What follows belongs to an exercise in optimizing a design on an open flow for small area; a production flow would make more cautious choices.
RTL that was checked went through simulation tests only; none was proved equivalent to the original.
Power is estimated from default activity; no workload was simulated.

==> module VectorExec, before the edit <==
module VectorExec(clk, rst, op, imm, r1e, r2e, r1v, r2v, res_e, res_v);
	input logic clk;
	input logic rst;
	input logic [3:0] op;
	input logic [7:0] imm;
	input logic [20:0] r1e;
	input logic [20:0] r2e;
	input logic [191:0] r1v;
	input logic [191:0] r2v;
	output logic [20:0] res_e;
	output logic [191:0] res_v;
	logic en, isS, isV, mBc, mMul, mAdd, mDiv, sMov, sAdd, sSub, sMul;
	assign en   = ~op[3];
	assign sMov = en & (op[2:0] == 3'b000);
	assign mBc  = en & (op[2:0] == 3'b001);
	assign sAdd = en & (op[2:0] == 3'b010);
	assign sSub = en & (op[2:0] == 3'b011);
	assign mMul = en & (op[2:0] == 3'b100);
	assign mAdd = en & (op[2:0] == 3'b101);
	assign mDiv = en & (op[2:0] == 3'b110);
	assign sMul = en & (op[2:0] == 3'b111);
	assign isS = sMov | sAdd | sSub | sMul;
	assign isV = mBc | mMul | mAdd | mDiv;
	logic [7:0] D, Mm1, D0, hzd, bc, m1;
	assign m1 = r2e[7:0] - 8'd1;
	assign Mm1 = m1 & {8{mMul}};
	assign D0 = ~r2e[7:0] & {8{mDiv}};
	assign D = Mm1 | D0;
	assign bc = r2e[7:0] & {8{mBc}};
	logic h7;
	assign h7 = hzd[7] & ~r2e[0];
	genvar k;
	for (k = 0; k < 8; k = k + 1) begin : shc
		assign hzd[k] = mDiv & (r2e[20:8-k] == '0);
	end
	logic [20:0] bb;
	assign bb = {r2e[20:1] & {20{sMul}}, (r2e[0] & sMul) | sAdd | sSub};
	logic [7:0] Mm1g [0:4];
	genvar g;
	for (g = 0; g < 5; g = g + 1) begin : grp
		logic [3:0] bj;
		assign bj = bb[4*g +: 4];
		assign Mm1g[g] = isS ? {{4{bj == 4'd0}}, bj - 4'd1} : Mm1;
	end
	logic [191:0] vres;
	logic [87:0] prod;
	logic [20:0] sres;
	genvar l;
	for (l = 0; l < 24; l = l + 1) begin : lane
		if (l >= 3 && l < 14) begin : sc
			localparam int n = l - 3;
			localparam int J = (n < 4) ? 0 : (n < 7) ? 1 : (n < 9) ? 2 : (n < 10) ? 3 : 4;
			localparam int AO = (n == 1 || n == 5) ? 4 : (n == 2) ? 8 : (n == 3) ? 13 :
				(n == 6) ? 9 : (n == 8) ? 5 : (n == 9) ? 1 : 0;
			localparam int AW = (n == 3 || n == 6 || n == 8 || n == 9 || n == 10) ? 8 : 4;
			logic [7:0] la, lD;
			if (AW == 4) begin : a4
				assign la = isS ? {4'd0, r1e[AO +: 4]} : r2v[8*l +: 8];
			end else begin : a8
				assign la = isS ? r1e[AO +: 8] : r2v[8*l +: 8];
			end
			assign lD = Mm1g[J] | D0;
			VE_Lane u (.a(la), .b(r1v[8*l +: 8]), .D(lD), .Dn(~lD),
				.E(lD[0] ^ mDiv), .G1(lD[0] | mDiv), .G0(lD[0] & mDiv), .Mm1(Mm1g[J]), .D0(D0),
				.hzd(hzd), .hzdn(~hzd), .k7((hzd[7] & r2e[0]) | Mm1g[J][0]), .h7(h7), .bc(bc),
				.mDiv(mDiv), .mMul(mMul | isS), .mAdd(mAdd),
				.y(vres[8*l +: 8]));
			assign prod[8*n +: 8] = vres[8*l +: 8];
		end else begin : vc
			logic [7:0] lbc;
			if (l < 3) begin : se
				for (k = 0; k < 8; k = k + 1) begin : b
					if (8*l + k < 21) assign lbc[k] = bc[k] | (sres[8*l + k] & isS);
					else assign lbc[k] = bc[k];
				end
			end else begin : nse
				assign lbc = bc;
			end
			VE_Lane u (.a(r2v[8*l +: 8]), .b(r1v[8*l +: 8]), .D(D), .Dn(~D),
				.E(D[0] ^ mDiv), .G1(D[0] | mDiv), .G0(D[0] & mDiv), .Mm1(Mm1), .D0(D0),
				.hzd(hzd), .hzdn(~hzd), .k7((hzd[7] & r2e[0]) | Mm1[0]), .h7(h7), .bc(lbc),
				.mDiv(mDiv), .mMul(mMul), .mAdd(mAdd),
				.y(vres[8*l +: 8]));
		end
	end
	VE_Scalar scal (.p(prod), .a(r1e), .bb(bb), .imm(imm), .sAdd(sAdd), .sSub(sSub),
		.sMov(sMov), .y(sres));
	logic [191:0] P;
	logic tE, tV;
	logic [20:0] Re;
	logic [191:0] Rv;
	logic ldE, hdE, ldV, hdV;
	assign ldE = ~rst & tE;
	assign hdE = ~rst & ~tE;
	assign ldV = ~rst & tV;
	assign hdV = ~rst & ~tV;
	logic [20:0] ReD;
	logic [191:0] RvD;
	genvar h;
	for (h = 0; h < 21; h = h + 1) begin : hE
		VE_HOLD u (P[h], Re[h], ldE, hdE, ReD[h]);
	end
	for (h = 0; h < 192; h = h + 1) begin : hV
		VE_HOLD u (P[h], Rv[h], ldV, hdV, RvD[h]);
	end
	always @(posedge clk) begin
		P <= vres;
		tE <= ~rst & isS;
		tV <= ~rst & isV;
		Re <= ReD;
		Rv <= RvD;
	end
	assign res_e = Re;
	assign res_v = Rv;
endmodule
Settings: LEC_CHECK=0, CAP_MARGIN=20, CORE_MARGIN=2, CORE_UTILIZATION=50, CTS_BUF_LIST=sky130_fd_sc_hd__clkbuf_8, CTS_CLUSTER_DIAMETER=60, CTS_CLUSTER_SIZE=16, PLACE_DENSITY=0.6, SLEW_MARGIN=20, SYNTH_HIERARCHICAL=1, SYNTH_MINIMUM_KEEP_SIZE=0; clock period 45.0 ns.
standard.sh (not shown) runs the stock make flow with config.mk's settings and CLKGATE_MAP_FILE= SYNTH_SCRIPT=/design/flow/synth_recipe.tcl, a recipe that flattens the netlist after the stock synthesis.
==> flow/flow/run.sh <==
#!/bin/bash
# Own layout flow: the standard flow (standard.sh) step by step, with
# the port buffers made from the smallest buffer cell instead of the one
# buffer_ports picks by default.  Each step's full output goes to its own
# log file in the work folder.
set -euo pipefail
export BUFFER_PORTS_ARGS="-buffer_cell sky130_fd_sc_hd__buf_1"
bash standard.sh synth > synth.log 2>&1
bash standard.sh floorplan > floorplan.log 2>&1
bash standard.sh place > place.log 2>&1
bash standard.sh cts > cts.log 2>&1
bash standard.sh route > route.log 2>&1
bash standard.sh finish > finish.log 2>&1
Change:
--- a/flow/design.v
+++ b/flow/design.v
@@ -320,15 +320,13 @@
 	end
 	logic [191:0] vres;
 	logic [87:0] prod;
-	logic [20:0] sres;
 	genvar l;
 	for (l = 0; l < 24; l = l + 1) begin : lane
-		if (l >= 3 && l < 14) begin : sc
-			localparam int n = l - 3;
-			localparam int J = (n < 4) ? 0 : (n < 7) ? 1 : (n < 9) ? 2 : (n < 10) ? 3 : 4;
-			localparam int AO = (n == 1 || n == 5) ? 4 : (n == 2) ? 8 : (n == 3) ? 13 :
-				(n == 6) ? 9 : (n == 8) ? 5 : (n == 9) ? 1 : 0;
-			localparam int AW = (n == 3 || n == 6 || n == 8 || n == 9 || n == 10) ? 8 : 4;
+		if (l < 11) begin : sc
+			localparam int J = (l < 4) ? 0 : (l < 7) ? 1 : (l < 9) ? 2 : (l < 10) ? 3 : 4;
+			localparam int AO = (l == 1 || l == 5) ? 4 : (l == 2) ? 8 : (l == 3) ? 13 :
+				(l == 6) ? 9 : (l == 8) ? 5 : (l == 9) ? 1 : 0;
+			localparam int AW = (l == 3 || l == 6 || l == 8 || l == 9 || l == 10) ? 8 : 4;
 			logic [7:0] la, lD;
 			if (AW == 4) begin : a4
 				assign la = isS ? {4'd0, r1e[AO +: 4]} : r2v[8*l +: 8];
@@ -341,24 +339,16 @@
 				.hzd(hzd), .hzdn(~hzd), .k7((hzd[7] & r2e[0]) | Mm1g[J][0]), .h7(h7), .bc(bc),
 				.mDiv(mDiv), .mMul(mMul | isS), .mAdd(mAdd),
 				.y(vres[8*l +: 8]));
-			assign prod[8*n +: 8] = vres[8*l +: 8];
+			assign prod[8*l +: 8] = vres[8*l +: 8];
 		end else begin : vc
-			logic [7:0] lbc;
-			if (l < 3) begin : se
-				for (k = 0; k < 8; k = k + 1) begin : b
-					if (8*l + k < 21) assign lbc[k] = bc[k] | (sres[8*l + k] & isS);
-					else assign lbc[k] = bc[k];
-				end
-			end else begin : nse
-				assign lbc = bc;
-			end
 			VE_Lane u (.a(r2v[8*l +: 8]), .b(r1v[8*l +: 8]), .D(D), .Dn(~D),
 				.E(D[0] ^ mDiv), .G1(D[0] | mDiv), .G0(D[0] & mDiv), .Mm1(Mm1), .D0(D0),
-				.hzd(hzd), .hzdn(~hzd), .k7((hzd[7] & r2e[0]) | Mm1[0]), .h7(h7), .bc(lbc),
+				.hzd(hzd), .hzdn(~hzd), .k7((hzd[7] & r2e[0]) | Mm1[0]), .h7(h7), .bc(bc),
 				.mDiv(mDiv), .mMul(mMul), .mAdd(mAdd),
 				.y(vres[8*l +: 8]));
 		end
 	end
+	logic [20:0] sres;
 	VE_Scalar scal (.p(prod), .a(r1e), .bb(bb), .imm(imm), .sAdd(sAdd), .sSub(sSub),
 		.sMov(sMov), .y(sres));
 	logic [191:0] P;
@@ -380,7 +370,7 @@
 		VE_HOLD u (P[h], Rv[h], ldV, hdV, RvD[h]);
 	end
 	always @(posedge clk) begin
-		P <= vres;
+		P <= {vres[191:21], (sres & {21{isS}}) | (vres[20:0] & {21{~isS}})};
 		tE <= ~rst & isS;
 		tV <= ~rst & isV;
 		Re <= ReD;
Effect:
- The changed run produced a clean layout
- cell area is about the same
- worst setup slack is better by 0.56 ns
- non-clock buffer count drops by 8
- via count increases slightly
- wire length fell slightly
- hold slack degrades by 0.0067 ns
- synthesized cell count rises slightly
- fmax increases slightly
- core utilization is lower by 0.60 points
- combinational power barely changes
- register-to-register slack loses 0.04 ns
- power stays flat
- sequential share of layout area stays flat
- critical path depth goes down by 1
The RTL of the second run of this note was laid out without a check of its function.

static timing again, ports no longer ideal:
The flow's constraints put no driver on any port. The routed layouts listed below were extracted and timed again, unchanged, in two steps. Step 1: set_driving_cell puts a clkbuf_16 on clk and a buf_2 on each other input, an assumption about the parent block. Step 2 moves the port delays by t, midway between the first and last clock arrival at a register: inputs arrive t later, outputs are due t later. That takes back most of the time a late clock gives input paths. a / b / c = ideal / step 1 / step 2; a / b = the first two.
| run | t, ns | setup slack, ns | hold WS [ns] | slew at the worst register clock pin (ns) | worst data-port slew with drivers (ns) |
|---|---|---|---|---|---|
| the first run | 0.778 | 10.026 / 9.976 / 9.197 | 0.439 / 0.439 / 0.439 | 0.10 / 0.10 | 0.17 |
| the second run | 0.810 | 10.590 / 10.634 / 9.823 | 0.432 / 0.432 / 0.432 | 0.11 / 0.11 | 0.18 |
After both steps setup and hold are still met in every run listed. The setup slack of the first run, which loses most, moves by -0.050 ns with the drivers and by -0.829 ns with both steps.
